What follows belongs to an exercise in optimizing a design on an open flow for small area; a production flow would make more cautious choices.
Function was checked by simulation only, so behaviour that the tests miss may differ from the original.
Power is estimated from default activity; no workload was simulated.

## regmap
module regmap #(
    parameter ADDR_W = 32,
    parameter DATA_W = 32,
    parameter STRB_W = DATA_W / 8
)(
    input clk,
    input rst,
    output [31:0] csr_sampl_num_val_out,
    output [15:0] csr_area0_start_val_out,
    output [15:0] csr_area1_start_val_out,
    output [15:0] csr_area2_start_val_out,
    output [15:0] csr_area0_end_val_out,
    output [15:0] csr_area1_end_val_out,
    output [15:0] csr_area2_end_val_out,
    output  csr_buf_ctrl_spec_req_out,
    output  csr_buf_ctrl_area_req_out,
    output [7:0] csr_acc_start_val_out,
    output [7:0] csr_acc_stop_val_out,
    output [15:0] csr_adc_th_val_out,
    output [2:0] csr_adc_filter_window_size_out,
    output  csr_adc_filter_bypass_out,
    output [3:0] csr_bline_ctrl_averagings_out,
    output  csr_bline_ctrl_auto_baseline_out,
    output [15:0] csr_bline_manual_val_out,
    output [15:0] csr_bline_acc_val_out,
    output [5:0] csr_bline_trend_delay_val_out,
    input csr_bline_actual_val_en,
    input [14:0] csr_bline_actual_val_in,
    output  csr_gate_ctrl_hysteresis_en_out,
    output  csr_gate_ctrl_pileup_reject_out,
    output [5:0] csr_gate_ctrl_pre_trigger_out,
    output  csr_dump_ctrl_enable_out,
    output [10:0] csr_dump_ctrl_samples_out,
    output [15:0] csr_pileup_acc_val_out,
    output [5:0] csr_pileup_trend_delay_val_out,
    input csr_pileup_actual_val_en,
    input  csr_pileup_actual_val_in,
    output  csr_pileup_cnt_ctrl_frame_rst_out,
    output  csr_pileup_cnt_ctrl_pileup_cnt_rst_out,
  ...
Size: about 0.017 mm^2 of cells after synthesis.
==> flow/config.mk <==
export PLATFORM = sky130hd
export DESIGN_NAME = regmap
export DESIGN_NICKNAME = regmap
export VERILOG_FILES = /design/flow/design.v
export SDC_FILE = /design/flow/constraint.sdc
export NUM_CORES = 4
export LEC_CHECK = 0
export CAP_MARGIN = 10
export CORE_MARGIN = 2
export CORE_UTILIZATION = 60
export GPL_TIMING_DRIVEN = 0
export SLEW_MARGIN = 10
==> flow/constraint.sdc <==
create_clock -name core_clock -period 5.0 [get_ports {clk}]
set_input_delay 1.0000 -clock core_clock [delete_from_list [all_inputs] [get_ports {clk}]]
set_output_delay 1.0000 -clock core_clock [all_outputs]
set_load 0.01 [all_outputs]
standard.sh (not shown) runs the stock make flow with config.mk's settings and CLKGATE_MAP_FILE= SYNTH_SCRIPT=/design/flow/synth_recipe.tcl, a recipe that flattens the netlist after the stock synthesis.
==> flow/flow/run.sh <==
#!/bin/bash
# Layout flow: the standard ORFS flow (standard.sh) with these changes:
#  - after the standard synthesis, the combinational logic between the (unchanged)
#    flip-flops is re-mapped by ABC for area; the result must be proven equivalent
#    to the standard netlist, else the standard netlist is kept;
#  - synthesis buffers are removed before global placement (as the timing-driven mode does);
#  - port buffers are sky130_fd_sc_hd__buf_1 instead of the default buffer_ports choice;
#  - CTS uses clkbuf_8 with its own sink clustering, and no dummy loads.
set -euo pipefail
W=$PWD
F=$W/flow
export PRE_GLOBAL_PLACE_TCL="$F/pre_gpl.tcl"
export BUFFER_PORTS_ARGS="-buffer_cell sky130_fd_sc_hd__buf_1"
export CTS_ARGS="-sink_clustering_enable -repair_clock_nets -dont_use_dummy_load -buf_list sky130_fd_sc_hd__clkbuf_8 -sink_clustering_size 15 -sink_clustering_max_diameter 50"

bash standard.sh synth > standard_synth.log 2>&1

R=$W/orfs/results/${FLOW_PLATFORM}/regmap/base
LIB=$(ls $FLOW_HOME/platforms/${FLOW_PLATFORM}/lib/sky130_fd_sc_hd__tt_025C_1v80.lib)
mkdir -p $W/resynth
cp $R/1_2_yosys.v $W/resynth/standard.v
yosys -q -p "read_liberty -ignore_miss_func $LIB; write_verilog -noattr $W/resynth/allcells.v" > yosys_cells.log 2>&1
python3 $F/combcells.py $W/resynth/allcells.v $W/resynth/combcells.v
DONT_USE=$(grep -o -- "-dont_use [A-Za-z0-9_]*" $W/orfs/logs/${FLOW_PLATFORM}/regmap/base/1_2_yosys.log | sort -u | tr '\n' ' ')
export LIB_FILE=$LIB DESIGN_NAME=$FLOW_TOP RS_IN=$W/resynth/standard.v RS_OUT=$W/resynth/area.v \
       RS_COMB=$W/resynth/combcells.v RS_CELLS=$W/resynth/allcells.v RS_ABC=$F/area.abc RS_DONT_USE="$DONT_USE"
if yosys -c $F/resynth.tcl > yosys_resynth.log 2>&1 && yosys -c $F/equiv.tcl > yosys_equiv.log 2>&1; then
  cp $W/resynth/area.v $R/1_2_yosys.v
  echo "re-mapped netlist used" > resynth_result.log
else
  echo "re-mapping failed or not proven: standard netlist kept" > resynth_result.log
fi
rm -f $R/1_synth.odb $R/1_synth.sdc
bash standard.sh > standard_flow.log 2>&1
Other scripts of this flow, unchanged in this note and not shown: flow/flow/area.abc, flow/flow/combcells.py, flow/flow/equiv.tcl, flow/flow/pre_gpl.tcl, flow/flow/resynth.tcl
The baseline ran to the end with no violations.
Then changed:
--- a/flow/flow/run.sh
+++ b/flow/flow/run.sh
@@ -13,3 +13,3 @@
 export BUFFER_PORTS_ARGS="-buffer_cell sky130_fd_sc_hd__buf_1"
-export CTS_ARGS="-sink_clustering_enable -repair_clock_nets -dont_use_dummy_load -buf_list sky130_fd_sc_hd__clkbuf_8 -sink_clustering_size 15 -sink_clustering_max_diameter 50"
+export CTS_ARGS="-sink_clustering_enable -repair_clock_nets -dont_use_dummy_load -buf_list sky130_fd_sc_hd__clkbuf_8 -sink_clustering_size 20 -sink_clustering_max_diameter 50"
 
Settings changed: CAP_MARGIN 10 to 20, SLEW_MARGIN 10 to 20.
The changed run produced a clean layout.
Routed wire length came out lower slightly.
Cell area goes down slightly.
Non-clock buffer count shrinks by 10.
Combinational power is about the same.
Then changed:
--- a/flow/flow/run.sh
+++ b/flow/flow/run.sh
@@ -13,3 +13,3 @@
 export BUFFER_PORTS_ARGS="-buffer_cell sky130_fd_sc_hd__buf_1"
-export CTS_ARGS="-sink_clustering_enable -repair_clock_nets -dont_use_dummy_load -buf_list sky130_fd_sc_hd__clkbuf_8 -sink_clustering_size 20 -sink_clustering_max_diameter 50"
+export CTS_ARGS="-sink_clustering_enable -repair_clock_nets -dont_use_dummy_load -buf_list sky130_fd_sc_hd__clkbuf_8 -sink_clustering_size 15 -sink_clustering_max_diameter 50"
 
Settings changed: PLACE_DENSITY from default to 0.85.
Global-route usage climbs by 1.4 points.
First-iteration DRC count climbs by 5.7%.
Setup slack improves by 0.072 ns.
Sequential share of layout area drops by 0.26 points.
Routed wire length climbs by about 3.3%.
Cell count climbs by 0.61%.
Then changed:
Settings changed: PLACE_DENSITY 0.85 to default.
First-iteration DRC count shrinks by a few percent.
Clock-buffer cell count is unchanged.
Non-clock buffer count goes down by 4.
Worst setup slack loses 0.061 ns.
Sequential share of layout area rises by 0.11 points.
Power is lower slightly.
Final cell count goes down slightly.
Clock power stays flat.
Global-route usage goes down by 1.3 points.
Combinational power is about the same.

========
## nickel
regmap again, from the RTL that the note above started with.
==> flow/config.mk <==
export PLATFORM = sky130hd
export DESIGN_NAME = regmap
export DESIGN_NICKNAME = regmap
export VERILOG_FILES = /design/flow/design.v
export SDC_FILE = /design/flow/constraint.sdc
export NUM_CORES = 4
export LEC_CHECK = 0
export CAP_MARGIN = 20
export CORE_MARGIN = 2
export CORE_UTILIZATION = 60
export GPL_TIMING_DRIVEN = 0
export SLEW_MARGIN = 20
==> flow/constraint.sdc <==
create_clock -name core_clock -period 5.0 [get_ports {clk}]
set_input_delay 1.0000 -clock core_clock [delete_from_list [all_inputs] [get_ports {clk}]]
set_output_delay 1.0000 -clock core_clock [all_outputs]
set_load 0.01 [all_outputs]
==> flow/flow/run.sh <==
#!/bin/bash
# Layout flow: the standard ORFS flow (standard.sh) with these changes:
#  - after the standard synthesis, the combinational logic between the (unchanged)
#    flip-flops is re-mapped by ABC for area; the result must be proven equivalent
#    to the standard netlist, else the standard netlist is kept;
#  - synthesis buffers are removed before global placement (as the timing-driven mode does);
#  - port buffers are sky130_fd_sc_hd__buf_1 instead of the default buffer_ports choice;
#  - CTS uses clkbuf_8 with its own sink clustering, and no dummy loads.
set -euo pipefail
W=$PWD
F=$W/flow
export PRE_GLOBAL_PLACE_TCL="$F/pre_gpl.tcl"
export BUFFER_PORTS_ARGS="-buffer_cell sky130_fd_sc_hd__buf_1"
export CTS_ARGS="-sink_clustering_enable -repair_clock_nets -dont_use_dummy_load -buf_list sky130_fd_sc_hd__clkbuf_8 -sink_clustering_size 18 -sink_clustering_max_diameter 45"

bash standard.sh synth > standard_synth.log 2>&1

R=$W/orfs/results/${FLOW_PLATFORM}/regmap/base
LIB=$(ls $FLOW_HOME/platforms/${FLOW_PLATFORM}/lib/sky130_fd_sc_hd__tt_025C_1v80.lib)
mkdir -p $W/resynth
cp $R/1_2_yosys.v $W/resynth/standard.v
yosys -q -p "read_liberty -ignore_miss_func $LIB; write_verilog -noattr $W/resynth/allcells.v" > yosys_cells.log 2>&1
python3 $F/combcells.py $W/resynth/allcells.v $W/resynth/combcells.v
DONT_USE=$(grep -o -- "-dont_use [A-Za-z0-9_]*" $W/orfs/logs/${FLOW_PLATFORM}/regmap/base/1_2_yosys.log | sort -u | tr '\n' ' ')
export LIB_FILE=$LIB DESIGN_NAME=$FLOW_TOP RS_IN=$W/resynth/standard.v RS_OUT=$W/resynth/area.v \
       RS_COMB=$W/resynth/combcells.v RS_CELLS=$W/resynth/allcells.v RS_ABC=$F/area.abc RS_DONT_USE="$DONT_USE"
if yosys -c $F/resynth.tcl > yosys_resynth.log 2>&1 && yosys -c $F/equiv.tcl > yosys_equiv.log 2>&1; then
  cp $W/resynth/area.v $R/1_2_yosys.v
  echo "re-mapped netlist used" > resynth_result.log
else
  echo "re-mapping failed or not proven: standard netlist kept" > resynth_result.log
fi
rm -f $R/1_synth.odb $R/1_synth.sdc
bash standard.sh > standard_flow.log 2>&1
Other scripts of this flow, unchanged in this note and not shown: flow/flow/area.abc, flow/flow/combcells.py, flow/flow/equiv.tcl, flow/flow/pre_gpl.tcl, flow/flow/resynth.tcl
Input-level comparison between tundra and nickel:
diff --git a/flow/flow/run.sh b/flow/flow/run.sh
--- a/flow/flow/run.sh
+++ b/flow/flow/run.sh
@@ -14 +14 @@
-export CTS_ARGS="-sink_clustering_enable -repair_clock_nets -dont_use_dummy_load -buf_list sky130_fd_sc_hd__clkbuf_8 -sink_clustering_size 18 -sink_clustering_max_diameter 45"
+export CTS_ARGS="-sink_clustering_enable -repair_clock_nets -dont_use_dummy_load -buf_list sky130_fd_sc_hd__clkbuf_8 -sink_clustering_size 15 -sink_clustering_max_diameter 50"
diff --git a/flow/config.mk b/flow/config.mk
--- a/flow/config.mk
+++ b/flow/config.mk
@@ -11,0 +12 @@
+export PLACE_DENSITY = 0.75
### Flow results
- The placed wire-length estimate in tundra sits about 1.7% below the value recorded for nickel.
- On fmax: between nickel and tundra, it ends up higher for tundra.
- Going from nickel to tundra, met2 layer usage reported by global route went down, number of stages on the worst setup path moved up, total power of the final layout comparable.
### tundra -> onyx
diff --git a/flow/flow/run.sh b/flow/flow/run.sh
--- a/flow/flow/run.sh
+++ b/flow/flow/run.sh
@@ -14 +14 @@
-export CTS_ARGS="-sink_clustering_enable -repair_clock_nets -dont_use_dummy_load -buf_list sky130_fd_sc_hd__clkbuf_8 -sink_clustering_size 15 -sink_clustering_max_diameter 50"
+export CTS_ARGS="-sink_clustering_enable -repair_clock_nets -dont_use_dummy_load -buf_list {sky130_fd_sc_hd__clkbuf_4 sky130_fd_sc_hd__clkbuf_8} -sink_clustering_size 10 -sink_clustering_max_diameter 40"
diff --git a/flow/config.mk b/flow/config.mk
--- a/flow/config.mk
+++ b/flow/config.mk
@@ -12 +11,0 @@
-export PLACE_DENSITY = 0.75
### Flow results
Looking at global-route usage, onyx sits 0.45 points above tundra. Routed wire length (onyx over tundra): increase, about 0.75%. Diff onyx..tundra | power attributed to sequential cells | negligible. Of tundra and onyx, tundra shows the lower total power, with onyx above it.
[inputs] juniper vs onyx
diff --git a/flow/flow/run.sh b/flow/flow/run.sh
--- a/flow/flow/run.sh
+++ b/flow/flow/run.sh
@@ -14 +14 @@
-export CTS_ARGS="-sink_clustering_enable -repair_clock_nets -dont_use_dummy_load -buf_list {sky130_fd_sc_hd__clkbuf_4 sky130_fd_sc_hd__clkbuf_8} -sink_clustering_size 10 -sink_clustering_max_diameter 40"
+export CTS_ARGS="-sink_clustering_enable -repair_clock_nets -dont_use_dummy_load -buf_list sky130_fd_sc_hd__clkbuf_8 -sink_clustering_size 15 -sink_clustering_max_diameter 50"
diff --git a/flow/config.mk b/flow/config.mk
--- a/flow/config.mk
+++ b/flow/config.mk
@@ -10 +10 @@
-export CORE_UTILIZATION = 60
+export CORE_UTILIZATION = 75
juniper: it failed during I/O pin placement, and the tool reported PPL-0024. onyx finished every step from synthesis to the final layout, and the layout passed the timing, DRC and antenna checks. Number of standard cells after synthesis of onyx is on par with juniper. juniper -> onyx: synthesized area delta 0, exact match. From onyx to juniper the numbers moved as follows: average cell area after synthesis comparable; die boundary height now smaller; width of the die now smaller. Standard-cell row count of juniper falls short of that of onyx by more than 10%. Initial standard-cell utilization of the core for juniper: 16 points up relative to onyx.

========
Starting RTL as in the previous note.
==> flow/config.mk <==
export PLATFORM = sky130hd
export DESIGN_NAME = regmap
export DESIGN_NICKNAME = regmap
export VERILOG_FILES = /design/flow/design.v
export SDC_FILE = /design/flow/constraint.sdc
export NUM_CORES = 4
export LEC_CHECK = 0
export CAP_MARGIN = 20
export CORE_MARGIN = 2
export CORE_UTILIZATION = 60
export GPL_TIMING_DRIVEN = 0
export SLEW_MARGIN = 20
==> flow/constraint.sdc <==
create_clock -name core_clock -period 5.0 [get_ports {clk}]
set_input_delay 1.0000 -clock core_clock [delete_from_list [all_inputs] [get_ports {clk}]]
set_output_delay 1.0000 -clock core_clock [all_outputs]
set_load 0.01 [all_outputs]
==> flow/flow/run.sh <==
#!/bin/bash
# Standard ORFS layout, with two changes:
#  - port buffers are sky130_fd_sc_hd__buf_1 instead of the default buffer_ports choice;
#  - CTS does not insert dummy loads.
set -euo pipefail
export BUFFER_PORTS_ARGS="-buffer_cell sky130_fd_sc_hd__buf_1"
export CTS_ARGS="-sink_clustering_enable -repair_clock_nets -dont_use_dummy_load -buf_list {sky130_fd_sc_hd__clkbuf_4 sky130_fd_sc_hd__clkbuf_8}"
bash standard.sh > standard_flow.log 2>&1
The first run passed the timing, DRC and antenna checks.
Then changed:
==> flow/flow/run.sh (replaced) <==
#!/bin/bash
# Standard ORFS layout (bash standard.sh), with these changes:
#  - synthesis buffers are removed before global placement (as the timing-driven mode does);
#  - port buffers are sky130_fd_sc_hd__buf_1 instead of the default buffer_ports choice;
#  - CTS uses its own buffer list and sink clustering, and no dummy loads.
set -euo pipefail
export PRE_GLOBAL_PLACE_TCL="$PWD/flow/pre_gpl.tcl"
export BUFFER_PORTS_ARGS="-buffer_cell sky130_fd_sc_hd__buf_1"
export CTS_ARGS="-sink_clustering_enable -repair_clock_nets -dont_use_dummy_load -buf_list sky130_fd_sc_hd__clkbuf_8 -sink_clustering_size 15 -sink_clustering_max_diameter 50"
bash standard.sh > standard_flow.log 2>&1
==> flow/flow/pre_gpl.tcl (new file) <==
remove_buffers
Effect:
- The changed run completed with no timing, DRC or antenna violations
- global-route usage is lower by 3.4 points
- power goes down by 9.4%
- clock skew rose by 17 ps
Then changed:
==> flow/flow/run.sh (replaced) <==
#!/bin/bash
# Standard ORFS layout, with two changes:
#  - port buffers are sky130_fd_sc_hd__buf_1 instead of the default buffer_ports choice;
#  - CTS does not insert dummy loads.
set -euo pipefail
export BUFFER_PORTS_ARGS="-buffer_cell sky130_fd_sc_hd__buf_1"
export CTS_ARGS="-sink_clustering_enable -repair_clock_nets -dont_use_dummy_load"
bash standard.sh > standard_flow.log 2>&1
- CORE_UTILIZATION: 60 -> 40
removed: flow/flow/pre_gpl.tcl
Result: Power came out higher by about a fifth; wire length came out higher by about a fifth; count of clock-buffer cells in the layout came out higher by 7; worst hold slack gets better by 7.8 ps; design area came out higher by a few percent; maximum frequency came out higher by about a fifth; setup slack gets better by 640 ps; register-to-register slack gets better by 1000 ps; combinational power came out higher by roughly a tenth.

==> static timing again, ports no longer ideal <==
In the flow no input, the clock included, has a driving cell. The finished layouts below were timed again as built, in two steps.
Step 1, drivers: a clkbuf_16 drives clk and a buf_2 each remaining input, both assumed.
Step 2 times the ports against the registers' clock, not the clock port: input delays grow and output delays shrink by t, the midpoint of the rising clock arrivals with the driver on.
Slacks: no drivers / after step 1 / after step 2; pairs: no drivers / after step 1.
| run | t (ns) | slack for setup (ns) | pins driven straight from the clock port |
|---|---|---|---|
| the first run of note 1 | 0.619 | 0.742 / 0.691 / 0.952 | 1 |
| the second run of note 1 | 0.612 | 0.747 / 0.697 / 0.937 | 1 |
| the third run of note 1 | 0.615 | 0.820 / 0.820 / 0.636 | 1 |
| the fourth run of note 1 | 0.614 | 0.759 / 0.707 / 0.945 | 1 |
| nickel | 0.616 | 0.730 / 0.676 / 0.977 | 1 |
| tundra | 0.611 | 1.055 / 1.015 / 0.555 | 1 |
| onyx | 0.629 | 0.757 / 0.705 / 0.948 | 1 |
| the first run of note 3 | 0.632 | 1.094 / 1.044 / 1.676 | 1 |
| the second run of note 3 | 0.603 | 0.563 / 0.514 / 0.629 | 1 |
| the third run of note 3 | 0.631 | 1.201 / 1.147 / 1.660 | 1 |
After both steps every run listed still meets setup and hold. The setup slack of tundra, which loses most, moves by -0.040 ns with the drivers and by -0.500 ns with both steps.
